Context: an optimization exercise on an open-source flow, tuned for small area and few clock cycles. The choices shown serve that exercise and are no tape-out recipe. In this exercise RTL edits were held to simulation tests only and were not proved equivalent to the original. Power figures rest on the tool's default switching activity, not on a simulated workload.

### flow/config.mk
export PLATFORM = sky130hd
export DESIGN_NAME = connect4_engine
export DESIGN_NICKNAME = connect4_engine
export VERILOG_FILES = /design/flow/design.v
export SDC_FILE = /design/flow/constraint.sdc
export NUM_CORES = 4
export LEC_CHECK = 0
export ABC_AREA = 1
export CAP_MARGIN = 20
export CORE_MARGIN = 2
export CORE_UTILIZATION = 30
export PLACE_DENSITY = 0.42
export SLEW_MARGIN = 20
### flow/constraint.sdc
create_clock -name core_clock -period 10.0 [get_ports {clk}]
set_input_delay 2.0000 -clock core_clock [delete_from_list [all_inputs] [get_ports {clk}]]
set_output_delay 2.0000 -clock core_clock [all_outputs]
set_load 0.01 [all_outputs]
### flow/design.v
module main_control (
	input             clk,
	input             active,
	input      [2:0]  coluna_in,
	input             p,
	input      [41:0] occ,
	input      [41:0] clr,
	input      [6:0]  full,
	output     [6:0]  wr,
	output reg [1:0]  response,
	output            won,
	output reg        lp          
);
	wire mv = active & ~won;
	genvar j, i;
	generate
		for (j = 0; j < 7; j = j + 1) begin : g_wr
			assign wr[j] = mv & (coluna_in == j) & ~full[j];
		end
	endgenerate
	wire [41:0] m = occ & ~(clr ^ {42{lp}});
	wire [68:0] lines;
	generate
		for (i = 0; i < 6; i = i + 1) begin : g_h
			for (j = 0; j < 4; j = j + 1) begin : g_hc
				assign lines[i*4+j] = m[i*7+j] & m[i*7+j+1] & m[i*7+j+2] & m[i*7+j+3];
			end
		end
		for (j = 0; j < 7; j = j + 1) begin : g_v
			for (i = 0; i < 3; i = i + 1) begin : g_vr
				assign lines[24+j*3+i] = m[i*7+j] & m[(i+1)*7+j] & m[(i+2)*7+j] & m[(i+3)*7+j];
			end
		end
		for (i = 0; i < 3; i = i + 1) begin : g_d
			for (j = 0; j < 4; j = j + 1) begin : g_dc
				assign lines[45+i*4+j] = m[i*7+j] & m[(i+1)*7+j+1] & m[(i+2)*7+j+2] & m[(i+3)*7+j+3];
				assign lines[57+i*4+j] = m[i*7+j+3] & m[(i+1)*7+j+2] & m[(i+2)*7+j+1] & m[(i+3)*7+j];
			end
		end
	endgenerate
	assign won = |lines;
	wire fullc = |(full & (7'd1 << coluna_in));
	always @(posedge clk) begin
		response <= mv ? (fullc ? 2'd1 : 2'd2) : 2'd0;
		if (mv)
			lp <= p;
	end
endmodule
module mem_control (
	input             clk,
	input             rden_vga,
	input      [5:0]  addr_vga,
	output reg        ready_vga,
	output     [13:0] data_vga,
	input      [41:0] occ,
	input      [41:0] clr,
	input             won,
	input             lp
);
	wire [5:0] sel;
	assign sel[5] = (addr_vga[5:3] == 3'd0) & ~addr_vga[0];   
	assign sel[4] = (addr_vga[5:3] == 3'd0) &  addr_vga[0];   
	assign sel[3] = (addr_vga[5:3] == 3'd1);                  
	assign sel[2] = (addr_vga[5:3] == 3'd2);                  
	assign sel[1] = (addr_vga[5:3] == 3'd3);                  
	assign sel[0] = addr_vga[5];                              
	genvar j, h;
	generate
		for (j = 0; j < 7; j = j + 1) begin : g_cell
			wire [5:0] o, c;
			for (h = 0; h < 6; h = h + 1) begin : g_h
				assign o[h] = occ[h*7+j];
				assign c[h] = clr[h*7+j];
			end
			wire oc = |(sel & o);
			wire pl = |(sel & c);
			assign data_vga[2*j +: 2] = won ? {lp, ~lp} : {oc & pl, oc & ~pl};
		end
	endgenerate
	always @(posedge clk)
		ready_vga <= rden_vga & ~ready_vga;
endmodule
module ram (
	input             clk,
	input             reset,
	input      [6:0]  wr,        
	input             p,
	output     [41:0] occ,
	output     [41:0] clr,
	output     [6:0]  full
);
	genvar j, i;
	generate
		for (j = 0; j < 7; j = j + 1) begin : g_col
			reg  [6:0] col;
			wire [6:0] above;    
			assign above[6] = 1'b0;
			for (i = 0; i < 6; i = i + 1) begin : g_cell
				assign above[i] = above[i+1] | col[i+1];
				assign occ[i*7+j] = above[i];
				assign clr[i*7+j] = col[i];
			end
			assign full[j] = col[6];
			wire [6:0] k  = {7{wr[j]}} & ~above;
			wire [6:0] sh = {col[5:0], 1'b0};
			always @(posedge clk) begin
				if (!reset)
					col <= 7'b0000001;
				else
					col <= (col & (~k | {7{p}})) | (~col & k & sh);
			end
		end
	endgenerate
endmodule
module connect4_engine (
	input         clk,
	input         reset,         
	input         active,        
	input  [2:0]  coluna_in,     
	input  [1:0]  player_in,     
	output [1:0]  response,      
	input         rden_vga,      
	input  [5:0]  addr_vga,      
	output        ready_vga,
	output [13:0] data_vga
);
	wire [41:0] occ, clr;        
	wire [6:0]  full;
	wire [6:0]  wr;
	wire        p = player_in[1];
	wire        won, lp;
	main_control inst_ctl (
		.clk      (clk),
		.active   (active),
		.coluna_in(coluna_in),
		.p        (p),
		.occ      (occ),
		.clr      (clr),
		.full     (full),
		.wr       (wr),
		.response (response),
		.won      (won),
		.lp       (lp)
	);
	ram inst_ram (
		.clk  (clk),
		.reset(reset),
		.wr   (wr),
		.p    (p),
		.occ  (occ),
		.clr  (clr),
		.full (full)
	);
	mem_control inst_mem (
		.clk      (clk),
		.rden_vga (rden_vga),
		.addr_vga (addr_vga),
		.ready_vga(ready_vga),
		.data_vga (data_vga),
		.occ      (occ),
		.clr      (clr),
		.won      (won),
		.lp       (lp)
	);
endmodule
### flow/run.sh
#!/bin/bash
# synth_recipe.tcl (not shown) runs the flow's synth.tcl, then flattens the netlist and writes it again
# the make line also repeats each setting of config.mk as NAME=value (left out here)
make -C /OpenROAD-flow-scripts/flow DESIGN_CONFIG=/design/flow/config.mk WORK_HOME=/design/flow/orfs CLKGATE_MAP_FILE= SYNTH_SCRIPT=/design/flow/synth_recipe.tcl finish
==> metrics.md <==
| Metric | Value |
|---|---|
| Resized Gates After CTS | `0` |
| Global-route wire length before repair | `28800 um` |
| Drt drc | `0` |
| Startpoint types | `input pin` |
| Antenna Nets Post-Route | `0` |
| CTS tree | `built` |
| Crit path largest cell delay | `0.71 ns` |
| Slew Limit Fails | `0` |
| Synth Net Count | `827` |
| Initial core utilization | `30.5%` |
| Share of cells above drive strength 1 | `4.97%` |
| Fin cells | `1013` |
| Number of flops mapped to enable cells by yosys | `1` |
| # Max-Cap Violations | `0` |
| CP max-delay cell | `clkinv_1` |
| Fmax | `0.132 GHz` |
| Placer Congestion | `0.986` |
| Core area | `0.0151 mm2` |
| Number of global-route vias before repair | `4930` |
| Peak supply drop | `0.0630 mV` |
| Remaining global-route overflow | `0` |
| Hold Violations, Final | `0` |
| Asr flop ratio synth | `0%` |
| CTS buffer count | `5` |
| Final setup vio count | `0` |
| Pwr Density | `92.3 mW/mm2` |
| ANT cells | `0` |
| Leakage | `2.13 nW` |
| Buffers on Ports | `28` |
| Area leader, netlist | `dfxtp_1` |
| Worst-margin pin slew | `1.01 ns` |
| Worst setup EP type | `output port` |
| Clock buffer depth | `2` |
| Die area | `0.0164 mm2` |
| Cells after synthesis | `812` |
| Nets | `839` |
| Inst Count DP | `1004` |
| Clock Skews | `0.00678 ns` |
| CTS Sinks | `53` |
| Unrepaired setup endpoints after global routing | `false` |
| Synth Flop Type | `dfxtp_1` |
| CTS root buf | `clkbuf_16` |
| Hold buffers post-CTS | `0` |
| DR pass1 iterations | `5` |
| Fin util | `34.2%` |
| Top cell type's share of synthesized area | `22.6%` |
| Vias | `5353` |
| Minimum clock period | `7.59 ns` |
| DP HPWL | `13800 um` |
| Worst Hold Class | `flop to flop` |
| Worst skew pair latency | `0.31 ns` |
| Critical path, cell by cell | `clkdlybuf4s50_1, buf_4, nor2_1, nand2_1, nor2_1, clkinv_1, o22ai_1, a21oi_1, o21ai_0, o211ai_1, o21ai_0, clkdlybuf4s50_1` |
| Drt wl/cell | `18.4 um` |
| Crit-path max FO | `11` |
| Antenna violations before repair | `0` |
| Die height | `128 um` |
| Sequential area share after synthesis | `23.2%` |
| Final setup TNS | `0 ns` |
| FF+latch count, synth | `53` |
| Top cells by area, synth | `dfxtp_1 (23%), nand2_1 (18%), nand3_1 (9.2%)` |
| Yosys cell types | `35` |
| Worst path bufs/invs | `4` |
| 1st-iter DRT viols | `299` |
| Vias/cell | `5.28` |
| FP Rows | `45` |
| Cell class contributing the biggest share of worst-path delay | `buffers and inverters` |
| Yosys warns | `3` |
| Mapped cell area | `0.00461 mm2` |
| Status | `finished clean` |
| Drt total wl | `18700 um` |
| Largest net degree at the start of global routing | `35` |
| GRT Overall Usage | `23.3%` |
| Io pins | `32` |
| Crit path DAT | `5.59 ns` |
| Crit Path Class | `input pin to output port` |
| Htree depth | `2` |
| Synthesized area per cell | `5.68 um2` |
| Post-CTS Setup Inserts | `0` |
| Area delta synth->final | `11.8%` |
| Clock-pin slew on the worst setup and hold paths | `0.07 ns` |
| DIE WIDTH | `128 um` |
| Fin crit share | `75.9%` |
| Rel. slew slack | `32.2%` |
| Worst EP required | `8.00 ns` |
[cell usage in the layout (no fill, tap or decap), types with 14 or more instances in the layout]
master / netlist / layout
nand2_1: 222 / 222
inv_1: 113 / 113
nor2_1: 102 / 102
nand3_1: 85 / 85
dfxtp_1: 52 / 52
a21oi_1: 44 / 44
o21ai_0: 33 / 33
clkdlybuf4s50_1: 0 / 28
o22ai_1: 20 / 20
xnor2_1: 14 / 14
[Yosys cell counts (all sizes together) (3+ instances only)]
cell type and count:
xor2 4, a31oi 4, nand2 222, o22ai 20
nand4 12, nor4 7, nor3 12, nand3 87
nor2 119, inv 121, o221ai 5, a22o 3
clkbuf 12, a21oi 44, buf 16, o311ai 5
xnor2 14, o21ai 39, clkinv 3, o21bai 4
dfxtp 52
[stage by stage]
| stage | total power (W) | hold slack (ns) | instance area (um2) | setup slack, ns |
|---|---|---|---|---|
| finish | 0.000475 | 0.413 | 5150 | 2.41 |
| floorplan | 0.000261 | 0.443 | 4610 | 4.37 |
| global placement | 0.000284 | 0.394 | 4980 | 2.44 |
| CTS | 0.000482 | 0.415 | 5140 | 2.43 |
| detailed placement | 0.000284 | 0.404 | 4980 | 2.43 |
| global route | 0.000497 | 0.453 | 5150 | 2.22 |
[flip-flops by register name, indices dropped and copies added, names as in the netlist]
name                cells
inst_ctl.response       2
inst_mem.ready_vga      1
inst_ram.g_col.col     49
inst_ctl.lp             1
[metal layers]
metal  global-route usage [%]  vias to the layer above  part of all wire (%)
met5                        0                        -                     0
met4                     8.08                        0                   2.9
met3                     3.55                       29                   5.0
met2                     38.1                      169                    46
met1                     31.4                     2505                    47
li1                         -                     2650                     -
[worst paths after layout]
kind	start	end	slack, ns	cells after the start
worst max register to register	inst_ctl.lp	inst_ram.g_col[3].col[5]	5.90	16
worst max-delay path	addr_vga[5]	data_vga[4]	2.41	12
worst min-delay path	inst_mem.ready_vga	inst_mem.ready_vga	0.41	1
worst min register to register	inst_mem.ready_vga	inst_mem.ready_vga	0.41	1
[report_power, final]
group | leakage, nW | switching (W) | internal, W
registers | 0.430 | 0.00000372 | 0.000214
clock network | 0.0799 | 0.0000887 | 0.000107
logic | 1.62 | 0.0000422 | 0.0000202
total | 2.13 | 0.000135 | 0.000341
[area by class of cell]
type                    instances  area [um2]
fillers                      1738        9940
multi-input cells             607        2900
flip-flops and latches         53        1070
inverters                     124         467
repair buffers                 33         325
well taps                     188         235
clock buffers                   7         153
clock inverters                 1        5.00
[logic make-up after synthesis]
| logic type | after synthesis | share of synthesized area, % |
|---|---|---|
| flip-flops | 53 | 23.2 |
| XOR/XNOR | 18 | 3.42 |
| AO/OA/AOI/OAI | 128 | 16.1 |
| buffers and inverters | 152 | 13.9 |
| AND/OR/NAND/NOR | 461 | 43.4 |
[worst register-to-register path, stage by stage, from the launching register on]
cell      delay [ns]
edfxtp_1        0.60
buf_4           0.40
inv_2           0.31
nand2_1         0.15
nand2_1         0.11
nand2_1         0.17
nor2_1          0.10
nand3b_1        0.11
nand2_1         0.07
nor2_1          0.19
nand3_1         0.16
nor2_4          0.33
nand3_4         0.32
nor2_1          0.60
nand2_1         0.14
o21ai_0         0.19
nor2_1          0.06
Testbench counts, summed over its fixed seeds: cycles 11,028.

port drivers added, routing unchanged:
How much do the figures lean on ideal ports? The routed layout below was timed once more, with nothing changed but the port constraints. Step 1: set_driving_cell puts a clkbuf_16 on clk and a buf_2 on each other input, an assumption about the parent block. Step 2, shift: input delay + t, output delay - t, t = (earliest + latest rising clock arrival at the registers) / 2. This alone moves slack from input paths to output paths. Three values: no drivers, after step 1, after step 2; two values: the first two.
t, ns: 0.348
setup slack, ns: 2.410 / 2.388 / 2.388
hold WS [ns]: 0.413 / 0.413 / 0.413
clock arrival spread, ns: 0.007 / 0.007
worst slew at a driven data input, ns: 0.03
After both steps this run still meets setup and hold. For this run, drivers alone change the setup slack by -0.022 ns; drivers and shift together by -0.022 ns.
